Source: an optimization exercise on an open RTL-to-GDS flow (aim: small area). Production flows keep margins and buffers that such runs may drop. Where RTL was checked, it was by simulation tests only, not by an equivalence proof against the original. Power and IR drop assume default switching activity.

==> try-pepper: inputs <==
Design Register_File_Wrapper, start of the top module:
module Register_File_Wrapper
#(
	parameter WIDTH = 32,
	parameter SELECTOR = 5
)
(
	input 						clk, 
	input 						rst, 
	input 						Reg_Write_i,
	input 	[SELECTOR-1:0]	Read_Register_1_i,
	input 	[SELECTOR-1:0]	Read_Register_2_i,
	input 	[SELECTOR-1:0]	Write_Register_i,
	input 	[WIDTH-1:0]		Write_Data_i,
	output 	[WIDTH-1:0]		Read_Data_1_o,
	output 	[WIDTH-1:0]		Read_Data_2_o
);
Register_File UUT(
	.clk(clk), 
	.rst(rst), 
	.Reg_Write_i(Reg_Write_i), 
	.Read_Register_1_i(Read_Register_1_i), 
	.Read_Register_2_i(Read_Register_2_i),
	.Write_Register_i(Write_Register_i), 
	.Write_Data_i(Write_Data_i), 
	.Read_Data_1_o(Read_Data_1_o), 
	.Read_Data_2_o(Read_Data_2_o) 
);
endmodule
==> module CP, before the edit <==
module CP
#(
	parameter WIDTH = 32,
	parameter SELECTOR = 5
)
(
	input logic 	[SELECTOR-1:0] in,
	output logic 	[WIDTH-1:0] 	out
);
always_comb
	priority case(in)
		5'b00000	:	out = 32'b00000000_00000000_00000000_00000000;
		5'b00001	:	out = 32'b00000000_00000000_00000000_00000010;
		5'b00010	:	out = 32'b00000000_00000000_00000000_00000100;
		5'b00011	:	out = 32'b00000000_00000000_00000000_00001000;
		5'b00100	:	out = 32'b00000000_00000000_00000000_00010000;
		5'b00101	:	out = 32'b00000000_00000000_00000000_00100000;
		5'b00110	:	out = 32'b00000000_00000000_00000000_01000000;
		5'b00111	:	out = 32'b00000000_00000000_00000000_10000000;
		5'b01000	:	out = 32'b00000000_00000000_00000001_00000000;
		5'b01001	:	out = 32'b00000000_00000000_00000010_00000000;
		5'b01010	:	out = 32'b00000000_00000000_00000100_00000000;
		5'b01011	:	out = 32'b00000000_00000000_00001000_00000000;
		5'b01100	:	out = 32'b00000000_00000000_00010000_00000000;
		5'b01101	:	out = 32'b00000000_00000000_00100000_00000000;
		5'b01110	:	out = 32'b00000000_00000000_01000000_00000000;
		5'b01111	:	out = 32'b00000000_00000000_10000000_00000000;
		5'b10000	:	out = 32'b00000000_00000001_00000000_00000000;
		5'b10001	:	out = 32'b00000000_00000010_00000000_00000000;
		5'b10010	:	out = 32'b00000000_00000100_00000000_00000000;
		5'b10011	:	out = 32'b00000000_00001000_00000000_00000000;
		5'b10100	:	out = 32'b00000000_00010000_00000000_00000000;
		5'b10101	:	out = 32'b00000000_00100000_00000000_00000000;
		5'b10110	:	out = 32'b00000000_01000000_00000000_00000000;
		5'b10111	:	out = 32'b00000000_10000000_00000000_00000000;
		5'b11000	:	out = 32'b00000001_00000000_00000000_00000000;
		5'b11001	:	out = 32'b00000010_00000000_00000000_00000000;
		5'b11010	:	out = 32'b00000100_00000000_00000000_00000000;
		5'b11011	:	out = 32'b00001000_00000000_00000000_00000000;
		5'b11100	:	out = 32'b00010000_00000000_00000000_00000000;
		5'b11101	:	out = 32'b00100000_00000000_00000000_00000000;
		5'b11110	:	out = 32'b01000000_00000000_00000000_00000000;
		5'b11111	:	out = 32'b10000000_00000000_00000000_00000000;
	endcase
endmodule
==> module FF_D, before the edit <==
module FF_D
#(
	parameter WIDTH = 32
)
(
	input logic 	[WIDTH-1:0]	d,
	input bit 						clk, rst, enable,
	output logic 	[WIDTH-1:0]	q
);
always@(posedge clk, negedge rst)
	begin
		if(!rst) begin
			q <= 0;
		end
		else if(enable) begin
			q <= d;
		end	
	end
endmodule
==> module FF_D_32, before the edit <==
module FF_D_32
#(
	parameter WIDTH = 32
)
(
	input logic [WIDTH-1:0]					data, 
	input 		[WIDTH-1:0] 				and_i2,	 
	input bit									and_i1, 	 
	input bit 									clk, rst, 
	output logic [WIDTH-1:0][WIDTH-1:0] 	q
);
logic [WIDTH-1:0] and_o;	 
genvar i;
generate
	for (i = 0; i < 32; i++) begin: gen_flip_flops	
		FF_D FF_D_32 (
			.d(data),
			.clk(clk),
			.rst(rst),
			.enable(and_o[i]),
			.q(q[i])
		);
		and(
			and_o[i],
			and_i1,
			and_i2[i]
		);
	end
endgenerate
endmodule
==> module Mux_32, before the edit <==
module Mux_32
#(
	parameter WIDTH = 32,
	parameter SELECTOR = 5
)
(
	input 	[2**SELECTOR-1:0][WIDTH-1:0] 	data,
	input 	[SELECTOR-1:0]						select,
	output	[WIDTH-1:0] 						out
);
assign out = data[select];
endmodule 
==> module Register_File, before the edit <==
module Register_File
#(
	parameter WIDTH = 32,
	parameter SELECTOR = 5
)
(
	input 						clk,
	input 						rst,
	input 						Reg_Write_i, 			 
	input [SELECTOR-1:0]		Read_Register_1_i, 	 
	input [SELECTOR-1:0]		Read_Register_2_i, 	 
	input [SELECTOR-1:0]		Write_Register_i,		 
	input [WIDTH-1:0]			Write_Data_i,			 
	output [WIDTH-1:0]		Read_Data_1_o,			 
	output [WIDTH-1:0]		Read_Data_2_o			 
);
logic [WIDTH-1:0][WIDTH-1:0] conection;
logic [WIDTH-1:0] cp_o;
CP CP(
	.in(Write_Register_i), 
	.out(cp_o)
);
FF_D_32 FF_D_32(
	.data(Write_Data_i), 
	.clk(clk), 
	.rst(rst), 
	.and_i1(Reg_Write_i), 
	.and_i2(cp_o), 
	.q(conection)
);
Mux_32 Read_data1(
	.select(Read_Register_1_i), 
	.data(conection),
	.out(Read_Data_1_o)
);
Mux_32 Read_data2(
	.select(Read_Register_2_i),
	.data(conection),
	.out(Read_Data_2_o)
);
endmodule 
==> module Register_File_Wrapper, before the edit <==
module Register_File_Wrapper
#(
	parameter WIDTH = 32,
	parameter SELECTOR = 5
)
(
	input 						clk, 
	input 						rst, 
	input 						Reg_Write_i,
	input 	[SELECTOR-1:0]	Read_Register_1_i,
	input 	[SELECTOR-1:0]	Read_Register_2_i,
	input 	[SELECTOR-1:0]	Write_Register_i,
	input 	[WIDTH-1:0]		Write_Data_i,
	output 	[WIDTH-1:0]		Read_Data_1_o,
	output 	[WIDTH-1:0]		Read_Data_2_o
);
Register_File UUT(
	.clk(clk), 
	.rst(rst), 
	.Reg_Write_i(Reg_Write_i), 
	.Read_Register_1_i(Read_Register_1_i), 
	.Read_Register_2_i(Read_Register_2_i),
	.Write_Register_i(Write_Register_i), 
	.Write_Data_i(Write_Data_i), 
	.Read_Data_1_o(Read_Data_1_o), 
	.Read_Data_2_o(Read_Data_2_o) 
);
endmodule
==> flow/config.mk <==
export PLATFORM = sky130hd
export DESIGN_NAME = Register_File_Wrapper
export DESIGN_NICKNAME = Register_File_Wrapper
export VERILOG_FILES = /design/flow/design.v
export SDC_FILE = /design/flow/constraint.sdc
export NUM_CORES = 4
export LEC_CHECK = 0
export CAP_MARGIN = 20
export CORE_MARGIN = 2
export CORE_UTILIZATION = 30
export SLEW_MARGIN = 20
==> flow/constraint.sdc <==
create_clock -name core_clock -period 6.5 [get_ports {clk}]
set_input_delay 1.3000 -clock core_clock [delete_from_list [all_inputs] [get_ports {clk}]]
set_output_delay 1.3000 -clock core_clock [all_outputs]
set_load 0.01 [all_outputs]
run.sh (not shown) runs the stock make flow with config.mk's settings and CLKGATE_MAP_FILE= SYNTH_SCRIPT=/design/flow/synth_recipe.tcl, a recipe that flattens the netlist after the stock synthesis.
==> try-cedar: changes against try-pepper <==
==> flow/design.v (replaced) <==
module FF_D
(
	input  logic d, we, q, wen,
	output logic y
);
assign y = (d & we) | (q & wen);
endmodule
module Aoi222
(
	input  logic a1, a2, b1, b2, c1, c2,
	output logic y
);
assign y = ~((a1 & a2) | (b1 & b2) | (c1 & c2));
endmodule
module Nand2
(
	input  logic a, b,
	output logic y
);
assign y = ~(a & b);
endmodule
module Mux_32
(
	input  logic [31:1] data,
	input  logic [31:1] sel,
	output logic        out
);
logic [10:0] n;	 
genvar g;
generate
	for (g = 0; g < 10; g++) begin: gen_aoi
		Aoi222 aoi (
			.a1(data[3*g+1]), .a2(sel[3*g+1]),
			.b1(data[3*g+2]), .b2(sel[3*g+2]),
			.c1(data[3*g+3]), .c2(sel[3*g+3]),
			.y(n[g])
		);
	end
endgenerate
Nand2 nd (.a(data[31]), .b(sel[31]), .y(n[10]));
assign out = ~&n;
endmodule
module Register_File_Wrapper
#(
	parameter WIDTH = 32,
	parameter SELECTOR = 5
)
(
	input 						clk, 
	input 						rst, 
	input 						Reg_Write_i,
	input 	[SELECTOR-1:0]	Read_Register_1_i,
	input 	[SELECTOR-1:0]	Read_Register_2_i,
	input 	[SELECTOR-1:0]	Write_Register_i,
	input 	[WIDTH-1:0]		Write_Data_i,
	output 	[WIDTH-1:0]		Read_Data_1_o,
	output 	[WIDTH-1:0]		Read_Data_2_o
);
localparam N = 2**SELECTOR;
logic [N-1:1][WIDTH-1:0] data, data_d;
logic [N-1:1]            valid;
genvar k, b;
generate
	for (k = 1; k < N; k++) begin: gen_regs
		wire we  = Reg_Write_i && (Write_Register_i == k);
		wire wen = !we;
		for (b = 0; b < WIDTH; b++) begin: gen_bits
			FF_D nxt (.d(Write_Data_i[b]), .we(we), .q(data[k][b]), .wen(wen), .y(data_d[k][b]));
		end
		always_ff @(posedge clk)
			data[k] <= data_d[k];
		always_ff @(posedge clk, negedge rst)
			if (!rst)    valid[k] <= 1'b0;
			else if (we) valid[k] <= 1'b1;
	end
endgenerate
logic [N-1:1] sel1, sel2;
logic [WIDTH-1:0][N-1:1] slice;
generate
	for (k = 1; k < N; k++) begin: gen_sel
		assign sel1[k] = valid[k] && (Read_Register_1_i == k);
		assign sel2[k] = valid[k] && (Read_Register_2_i == k);
		for (b = 0; b < WIDTH; b++) begin: gen_slice
			assign slice[b][k] = data[k][b];
		end
	end
endgenerate
generate
	for (b = 0; b < WIDTH; b++) begin: gen_read
		Mux_32 rd1 (.data(slice[b]), .sel(sel1), .out(Read_Data_1_o[b]));
		Mux_32 rd2 (.data(slice[b]), .sel(sel2), .out(Read_Data_2_o[b]));
	end
endgenerate
endmodule
Settings changed: SYNTH_HIERARCHICAL from default to 1, SYNTH_MINIMUM_KEEP_SIZE from default to 0.
==> notes.md <==
| quantity | try-pepper | try-cedar |
|---|---|---|
| Status | complete, no violations | complete, no violations |
| Overall Global Routing Usage | 0.1896 | 0.2765 |
| Leak pwr | 25.71 nW | 18.95 nW |
| Drt first-iter violations | 3122 | 9655 |
| Critical path endpoint | Read_Data_1_o[21] | Read_Data_2_o[28] |
| Largest area contributor in the synthesized netlist | sky130_fd_sc_hd__dfrtp_1 | sky130_fd_sc_hd__dfxtp_1 |
| Highest net fanout along the worst path | 20 | 25 |
| Half-perimeter wire length after placement | 106600 µm | 115800 µm |
| Number of nets in the synthesized netlist | 3647 | 3261 |
| Nonclk inv count | 2 | 0 |
| Total chip power | 18.55 mW | 16.70 mW |
| Clock sink count | 992 | 1023 |
| Total wire length | 172700 µm | 193200 µm |
| Met3 wire len | 9293 µm | 29940 µm |
| Routed length on met2 | 81580 µm | 78490 µm |
| Source of the worst hold timing path | UUT.FF_D_32.gen_flip_flops[12].FF_D_32.q[5] | valid[9] |
| Area growth from synthesis to final layout | 14.05% | 21.98% |
| Power share of the clock group | 0.343 | 0.366 |
| Worst reg2reg startpoint | UUT.FF_D_32.gen_flip_flops[16].FF_D_32.q[19] | valid[13] |
| Chip height | 425.0 µm | 364.1 µm |
| Sequential share of cell area | 0.4094 | 0.4348 |
Function not checked in try-pepper: the RTL went through the layout flow alone.

-- port drivers added, routing unchanged --
In the flow no input, the clock included, has a driving cell. The finished layouts below were timed again as built, in two steps. Step 1 assumes that a clkbuf_16 drives the clock port and a buf_2 every other input. Step 2, shift: input delay + t, output delay - t, t = (earliest + latest rising clock arrival at the registers) / 2. This alone moves slack from input paths to output paths. Slacks: ideal / step 1 / step 2; pairs: ideal / step 1.
run	t (ns)	slack for setup (ns)	latest minus earliest clock arrival (ns)	worst register clock-pin slew, ns	worst slew at a driven data input, ns
try-pepper	0.769	0.736 / 0.632 / 0.632	0.033 / 0.032	0.07 / 0.07	0.25
try-cedar	0.757	0.266 / 0.232 / 0.232	0.039 / 0.038	0.07 / 0.07	0.11
After both steps every run listed still meets setup and hold. For try-pepper, which loses most, drivers alone change the setup slack by -0.104 ns; drivers and shift together by -0.104 ns.
